What follows belongs to an exercise in optimizing a design on an open flow for small area; a production flow would make more cautious choices. The RTL was checked by simulation tests, not by an equivalence proof against the original design. Power figures rest on the tool's default switching activity, not on a simulated workload.

Setup of v59:
Design main, start of the top module:
module main(
	output [2:0] led,
	output [3:0] AN_out,
	output [6:0] CN_out,
	input clk, rst, clear, enter, change,
	input [3:0] switch
);
Size: roughly 450 cells after synthesis, ~23 I/O pins.
Settings: LEC_CHECK=0, ABC_AREA=1, CAP_MARGIN=20, CORE_MARGIN=2, CORE_UTILIZATION=60, PLACE_DENSITY=0.75, SLEW_MARGIN=20; clock period 6.0 ns.
standard.sh (not shown) runs the stock make flow with config.mk's settings and CLKGATE_MAP_FILE= SYNTH_SCRIPT=/design/flow/synth_recipe.tcl, a recipe that flattens the netlist after the stock synthesis.
==> flow/flow/run.sh <==
#!/bin/bash
# Own layout flow: the standard flow (standard.sh) with these changes:
# - synthesis: no half/full-adder cell extraction (ADDER_MAP_FILE empty) and a
#   stronger area-oriented ABC script (flow/abc_area.script, used through a
#   copy of the ORFS scripts folder); registers and their names are unchanged;
# - ports are buffered with the smallest buffer cell;
# - clock tree: small buffers and no dummy loads.
set -euo pipefail
W=$(pwd)
rm -rf "$W/xscripts"
cp -r "$FLOW_HOME/scripts" "$W/xscripts"
cp "$W/flow/abc_area.script" "$W/xscripts/abc_area.script"
CTS="-sink_clustering_enable -repair_clock_nets -dont_use_dummy_load -root_buf sky130_fd_sc_hd__clkbuf_8 -buf_list sky130_fd_sc_hd__clkbuf_4 -sink_clustering_size 8 -sink_clustering_max_diameter 40"
bash "$W/standard.sh" SCRIPTS_DIR="$W/xscripts" ADDER_MAP_FILE= ABC_AREA=1 \
	BUFFER_PORTS_ARGS="-buffer_cell sky130_fd_sc_hd__buf_1" \
	CTS_ARGS="$CTS" finish > "$W/make_flow.log" 2>&1
==> flow/flow/abc_area.script <==
strash
&get -n
&fraig -x
&put
dc2
strash
&get -n
&deepsyn -T 120
&put
strash
&get -n
&dch -f
&nf -R 1000
&put
mfs2
strash
&get -n
&dch -f
&nf -R 1000
&put
mfs2
strash
&get -n
&dch -f
&nf -R 1000
&put
Here is what was changed in the inputs of v43 compared with v59.
# v59
export LEC_CHECK = 0
export ABC_AREA = 1
export CAP_MARGIN = 20
export CORE_MARGIN = 2
export CORE_UTILIZATION = 60
export PLACE_DENSITY = 0.75
export SLEW_MARGIN = 20
create_clock -name core_clock -period 6.0 [get_ports {clk}]
# v43
export LEC_CHECK = 0
export ABC_AREA = 1
export CAP_MARGIN = 0
export CORE_MARGIN = 2
export CORE_UTILIZATION = 60
export GPL_TIMING_DRIVEN = 0
export PLACE_DENSITY = 0.75
export SLEW_MARGIN = 0
create_clock -name core_clock -period 6.0 [get_ports {clk}]
--- a/flow/flow/run.sh
+++ b/flow/flow/run.sh
@@ -12,3 +12,3 @@
 cp "$W/flow/abc_area.script" "$W/xscripts/abc_area.script"
-CTS="-sink_clustering_enable -repair_clock_nets -dont_use_dummy_load -root_buf sky130_fd_sc_hd__clkbuf_8 -buf_list sky130_fd_sc_hd__clkbuf_4 -sink_clustering_size 8 -sink_clustering_max_diameter 40"
+CTS="-sink_clustering_enable -repair_clock_nets -dont_use_dummy_load -buf_list sky130_fd_sc_hd__clkbuf_8"
 bash "$W/standard.sh" SCRIPTS_DIR="$W/xscripts" ADDER_MAP_FILE= ABC_AREA=1 \
==> comparison <==
Compared with v59, v43 shows a post-layout minimum cycle time that is 210 ps higher.
Delta (v43 minus v59): final hold violation count did not really move, proportion of cell area occupied by registers did not really move.
Relative to v59, total half-perimeter wirelength after legalization and detailed placement has decreased by about 5% in v43.
Diff v43 and v59: total wirelength of the detailed-routed design higher in v59
v43 has less setup slack than v59.
Fraction of layout cells with a size suffix above 1 essentially unchanged between v43 and v59.
v43 reached the final stage; the timing, DRC and antenna checks on its layout passed.
Modified inputs, v15 compared to v43
# v43
export LEC_CHECK = 0
export ABC_AREA = 1
export CAP_MARGIN = 0
export CORE_MARGIN = 2
export CORE_UTILIZATION = 60
export GPL_TIMING_DRIVEN = 0
export PLACE_DENSITY = 0.75
export SLEW_MARGIN = 0
create_clock -name core_clock -period 6.0 [get_ports {clk}]
# v15
export LEC_CHECK = 0
export ABC_AREA = 1
export CAP_MARGIN = 20
export CORE_MARGIN = 2
export CORE_UTILIZATION = 60
export PLACE_DENSITY = 0.75
export SLEW_MARGIN = 20
create_clock -name core_clock -period 6.0 [get_ports {clk}]
--- a/flow/flow/run.sh
+++ b/flow/flow/run.sh
@@ -12,3 +12,3 @@
 cp "$W/flow/abc_area.script" "$W/xscripts/abc_area.script"
-CTS="-sink_clustering_enable -repair_clock_nets -dont_use_dummy_load -buf_list sky130_fd_sc_hd__clkbuf_8"
+CTS="-sink_clustering_enable -repair_clock_nets -dont_use_dummy_load -buf_list sky130_fd_sc_hd__clkbuf_8 -sink_clustering_size 25 -sink_clustering_max_diameter 150"
 bash "$W/standard.sh" SCRIPTS_DIR="$W/xscripts" ADDER_MAP_FILE= ABC_AREA=1 \
==> notes.md <==
- Every stage of the flow completed for v15, and the final layout passed the timing, DRC and antenna checks.
- The summed instance area of the synthesized netlist of v15 was inferior to that of v43.
- Power of the clock network delta (v15 -> v43): insignificant
- On depth of the critical timing path with buffers and inverters included, the lower figure sits with v43, not v15.
Relative to v15, the following input files were edited for v37:
# v15
export LEC_CHECK = 0
export ABC_AREA = 1
export CAP_MARGIN = 20
export CORE_MARGIN = 2
export CORE_UTILIZATION = 60
export PLACE_DENSITY = 0.75
export SLEW_MARGIN = 20
create_clock -name core_clock -period 6.0 [get_ports {clk}]
# v37
export LEC_CHECK = 0
export ABC_AREA = 1
export CAP_MARGIN = 0
export CORE_MARGIN = 2
export CORE_UTILIZATION = 60
export GPL_TIMING_DRIVEN = 0
export PLACE_DENSITY = 0.75
export SLEW_MARGIN = 0
create_clock -name core_clock -period 6.0 [get_ports {clk}]
--- a/flow/flow/run.sh
+++ b/flow/flow/run.sh
@@ -12,3 +12,3 @@
 cp "$W/flow/abc_area.script" "$W/xscripts/abc_area.script"
-CTS="-sink_clustering_enable -repair_clock_nets -dont_use_dummy_load -buf_list sky130_fd_sc_hd__clkbuf_8 -sink_clustering_size 25 -sink_clustering_max_diameter 150"
+CTS="-sink_clustering_enable -repair_clock_nets -dont_use_dummy_load -buf_list sky130_fd_sc_hd__clkbuf_8"
 bash "$W/standard.sh" SCRIPTS_DIR="$W/xscripts" ADDER_MAP_FILE= ABC_AREA=1 \
==> flow/flow/abc_area.script <==
strash
&get -n
&fraig -x
&put
dc2
strash
&get -n
&dch -f
&nf -R 1000
&put
mfs2
strash
&get -n
&dch -f
&nf -R 1000
&put
## What came out
- Between v15 and v37, placed cell count increased.
- Cell count along the critical path in v37 is 1 above v15.
- Of the two values seen for termination of the worst setup path, tu[1] was produced by v37 and CN_out[5] by v15.
- The start point of the critical path comes out d[2] in one run and ch[2] in the other, namely in v37 and v15 respectively.
- Global-route usage for v37 is lower than for v15.
- Compared with v15, in v37 multi-input logic area saw an increase, cell count now sits higher, x dimension of the die grew by 0.99%, final instance area picked up an extra 2.1%, final worst slack moved down.

## port drivers added, routing unchanged
In the flow no input, the clock included, has a driving cell. The finished layouts below were timed again as built, in two steps.
Step 1 assumes that a clkbuf_16 drives the clock port and a buf_2 every other input.
Step 2 adds t to the input delays and takes it off the output delays; t is the mean of the earliest and latest rising clock arrival at the registers after step 1. Input paths then give back, and output paths get back, about the clock's delay inside the block.
Slacks: ideal ports / drivers / drivers and shift; pairs: ideal ports / drivers.
| run | t, ns | setup WS [ns] | worst setup path after step 2 | slew at the worst register clock pin (ns) |
|---|---|---|---|---|
| v59 | 0.368 | 2.531 / 2.531 / 2.531 | register to register | 0.09 / 0.09 |
| v43 | 0.378 | 2.317 / 2.317 / 2.317 | register to register | 0.09 / 0.09 |
| v15 | 0.371 | 2.517 / 2.487 / 2.768 | register to register | 0.09 / 0.09 |
| v37 | 0.373 | 1.568 / 1.568 / 1.568 | register to register | 0.08 / 0.08 |
After both steps setup and hold are still met in every run listed.
